Source: an optimization exercise on an open RTL-to-GDS flow (aim: small area and a short achievable clock period). Production flows keep margins and buffers that such runs may drop. Where RTL was checked, it was by simulation tests only, not by an equivalence proof against the original. No activity file was given, so power comes from the tool's default toggle rates.

// lcdTimCtrlCore
    module lcdTimCtrlCore #
    (
        parameter integer C_HOR_WIDTH = 12,
        parameter integer C_VER_WIDTH = 12
    )
    (
        output reg oHSynch,
        output reg oVSynch,
        output reg oEnVideo,
        output wire [C_HOR_WIDTH - 1 : 0] oHAddr,
        output wire [C_VER_WIDTH - 1 : 0] oVAddr,
        input wire [C_HOR_WIDTH - 1 : 0] iHWidth,
        input wire [C_HOR_WIDTH - 1 : 0] iHBackPorch,
        input wire [C_HOR_WIDTH - 1 : 0] iHFrontPorch,
        input wire [C_HOR_WIDTH - 1 : 0] iHResolution,
        input wire iHPolarity,
        input wire [C_VER_WIDTH - 1 : 0] iVWidth,
        input wire [C_VER_WIDTH - 1 : 0] iVBackPorch,
        input wire [C_VER_WIDTH - 1 : 0] iVFrontPorch,
        input wire [C_VER_WIDTH - 1 : 0] iVResolution,
        input wire iVPolarity,
        input wire iEnVideoPolarity,
        input wire iClkPixel,
        input wire iRst,
        input wire iEn
    );
    wire hSync, hAct, hSyncNext, hActNext, hZero;
    wire vSync, vAct, vSyncNext, vActNext, vZero;
    wire vEnabler = iEn && hZero;
    counterFromZeroToLimit #
        (
            .C_WIDTH(C_HOR_WIDTH)
        )HorizontalCounter(
            .oSync(hSync),
            .oAct(hAct),
            .oSyncNext(hSyncNext),
            .oActNext(hActNext),
            .oAddr(oHAddr),
            .oZero(hZero),
            .iLenSync(iHWidth),
            .iLenBack(iHBackPorch),
            .iLenAct(iHResolution),
            .iLenFront(iHFrontPorch),
            .iAddrEn(vAct),
            .iClk(iClkPixel),
            .iRst(iRst),
            .iEn(iEn)
        );
    counterFromZeroToLimit #
        (
            .C_WIDTH(C_VER_WIDTH)
        )VerticalCounter(
            .oSync(vSync),
            .oAct(vAct),
            .oSyncNext(vSyncNext),
            .oActNext(vActNext),
            .oAddr(oVAddr),
            .oZero(vZero),
            .iLenSync(iVWidth),
            .iLenBack(iVBackPorch),
            .iLenAct(iVResolution),
            .iLenFront(iVFrontPorch),
            .iAddrEn(1'b1),
            .iClk(iClkPixel),
            .iRst(iRst),
            .iEn(vEnabler)
        );
    always @(posedge iClkPixel) begin
        oHSynch <= (hSyncNext || !iRst) ? iHPolarity : ~iHPolarity;
  ...
For scale: about 58 flip-flops, roughly 130 I/O pins, about 3600 um^2 of cells after synthesis.
export LEC_CHECK = 0
export CAP_MARGIN = 20
export CORE_MARGIN = 2
export CORE_UTILIZATION = 40
export SLEW_MARGIN = 20
create_clock -name core_clock -period 11.0 [get_ports {iClkPixel}]
standard.sh (not shown) runs the stock make flow with config.mk's settings and CLKGATE_MAP_FILE= SYNTH_SCRIPT=/design/flow/synth_recipe.tcl, a recipe that flattens the netlist after the stock synthesis.
==> flow/flow/run.sh <==
#!/bin/bash
# Own flow: the standard layout (standard.sh) with two changes:
#  - the port buffers are small buffers instead of the default delay cells;
#  - the timing repair aims for more setup slack than the clock needs.
# Each ORFS step writes its full log under orfs/logs/.
export BUFFER_PORTS_ARGS="-buffer_cell sky130_fd_sc_hd__buf_1"
export SETUP_SLACK_MARGIN=7.7
bash standard.sh > standard.log 2>&1
Next try:
--- a/flow/flow/run.sh
+++ b/flow/flow/run.sh
@@ -7 +7 @@
-export SETUP_SLACK_MARGIN=7.7
+export SETUP_SLACK_MARGIN=7.9
=> Power falls by 7.1%. Sequential power hardly moves. Core utilization rises by 3.1 points.

========
Another version of the RTL of lcdTimCtrlCore (not shown whole).
Size: ~350 cells after synthesis, about 130 I/O pins, ~3100 µm² of cells after synthesis.
==> flow/config.mk <==
export PLATFORM = sky130hd
export DESIGN_NAME = lcdTimCtrlCore
export DESIGN_NICKNAME = lcdTimCtrlCore
export VERILOG_FILES = /design/flow/design.v
export SDC_FILE = /design/flow/constraint.sdc
export NUM_CORES = 4
export LEC_CHECK = 0
export CAP_MARGIN = 20
export CORE_MARGIN = 2
export CORE_UTILIZATION = 40
export SLEW_MARGIN = 20
==> flow/constraint.sdc <==
create_clock -name core_clock -period 11.0 [get_ports {iClkPixel}]
set_input_delay 2.2000 -clock core_clock [delete_from_list [all_inputs] [get_ports {iClkPixel}]]
set_output_delay 2.2000 -clock core_clock [all_outputs]
set_load 0.01 [all_outputs]
==> flow/flow/run.sh <==
#!/bin/bash
# Own flow: the standard layout (standard.sh) with two changes:
#  - the port buffers are small buffers instead of the default delay cells;
#  - the timing repair aims for more setup slack than the clock needs.
# Each ORFS step writes its full log under orfs/logs/.
export BUFFER_PORTS_ARGS="-buffer_cell sky130_fd_sc_hd__buf_1"
export SETUP_SLACK_MARGIN=7.6
bash standard.sh > standard.log 2>&1
Rerun with:
==> flow/flow/run.sh (replaced) <==
#!/bin/bash
# Own flow: the standard layout (standard.sh) with these changes:
#  - the port buffers are small buffers (buf_1) instead of the default delay cells;
#  - the timing repair aims for more setup slack than the clock needs;
#  - clock tree synthesis inserts no dummy loads.
# Each ORFS step writes its full log under orfs/logs/.
export BUFFER_PORTS_ARGS="-buffer_cell sky130_fd_sc_hd__buf_1"
export SETUP_SLACK_MARGIN=7.7
export CTS_ARGS="-sink_clustering_enable -repair_clock_nets -dont_use_dummy_load"
bash standard.sh > standard.log 2>&1
The new run produced a clean layout.
Via count is about the same.
Global-route usage went down by 0.36 points.
Flip-flop and latch count is unchanged.
Power went down by 12%.
Maximum frequency went up by 1.5%.
Setup slack improves by 0.049 ns.
Hold slack degrades by 0.0053 ns.
Synthesized cell count does not change.
Sequential power barely changes.
Non-clock buffer count went up by 2.
No run of this note included a check of the RTL's function; only the layout flow was run.

========
lcdTimCtrlCore with an RTL version that a note above also has.
For scale: roughly 58 flip-flops, about 130 I/O pins.
==> flow/config.mk <==
export PLATFORM = sky130hd
export DESIGN_NAME = lcdTimCtrlCore
export DESIGN_NICKNAME = lcdTimCtrlCore
export VERILOG_FILES = /design/flow/design.v
export SDC_FILE = /design/flow/constraint.sdc
export NUM_CORES = 4
export LEC_CHECK = 0
export CAP_MARGIN = 20
export CORE_MARGIN = 2
export CORE_UTILIZATION = 60
export SLEW_MARGIN = 20
==> flow/constraint.sdc <==
create_clock -name core_clock -period 11.0 [get_ports {iClkPixel}]
set_input_delay 2.2000 -clock core_clock [delete_from_list [all_inputs] [get_ports {iClkPixel}]]
set_output_delay 2.2000 -clock core_clock [all_outputs]
set_load 0.01 [all_outputs]
==> flow/flow/run.sh <==
#!/bin/bash
# Own flow: the standard layout (standard.sh) with two changes:
#  - the port buffers are small buffers instead of the default delay cells;
#  - the timing repair aims for more setup slack than the clock needs.
# Each ORFS step writes its full log under orfs/logs/.
export BUFFER_PORTS_ARGS="-buffer_cell sky130_fd_sc_hd__buf_1"
export SETUP_SLACK_MARGIN=7.6
bash standard.sh > standard.log 2>&1
Rerun with:
--- a/flow/flow/run.sh
+++ b/flow/flow/run.sh
@@ -7 +7 @@
-export SETUP_SLACK_MARGIN=7.6
+export SETUP_SLACK_MARGIN=7.5
CORE_UTILIZATION = 40   (was 60)
=> Worst setup slack gains 0.096 ns. Non-clock buffer count does not change. Count of clock-buffer cells in the layout is higher by 1. Maximum frequency goes up by 3.0%.

-- static timing again, ports no longer ideal --
No port has a modelled driver above. Below, the same layouts with a new extraction and two added sets of constraints.
Step 1 (the two cells are an assumption about what drives the block):
set clk [get_ports {iClkPixel}]
set_driving_cell -lib_cell sky130_fd_sc_hd__clkbuf_16 $clk
set_driving_cell -lib_cell sky130_fd_sc_hd__buf_2 [delete_from_list [all_inputs] $clk]
Step 2 times the ports against the registers' clock, not the clock port: input delays grow and output delays shrink by t, the midpoint of the rising clock arrivals with the driver on.
a / b / c = ideal / step 1 / step 2; a / b = the first two.
run | t, ns | setup slack, ns | worst setup path at the end | worst data-port slew with drivers (ns)
the first run of note 1 | 0.356 | 7.796 / 7.804 / 7.448 | input to register | 0.04
the second run of note 1 | 0.364 | 7.887 / 7.854 / 7.559 | input to register | 0.05
the first run of note 2 | 0.370 | 7.597 / 7.611 / 7.241 | input to register | 0.05
the second run of note 2 | 0.349 | 7.646 / 7.621 / 7.272 | input to register | 0.05
the first run of note 3 | 0.369 | 7.659 / 7.662 / 7.293 | input to register | 0.04
the second run of note 3 | 0.370 | 7.755 / 7.754 / 7.384 | input to register | 0.04
After both steps every run listed still meets setup and hold. For the second run of note 2, which loses most, drivers alone change the setup slack by -0.025 ns; drivers and shift together by -0.374 ns.
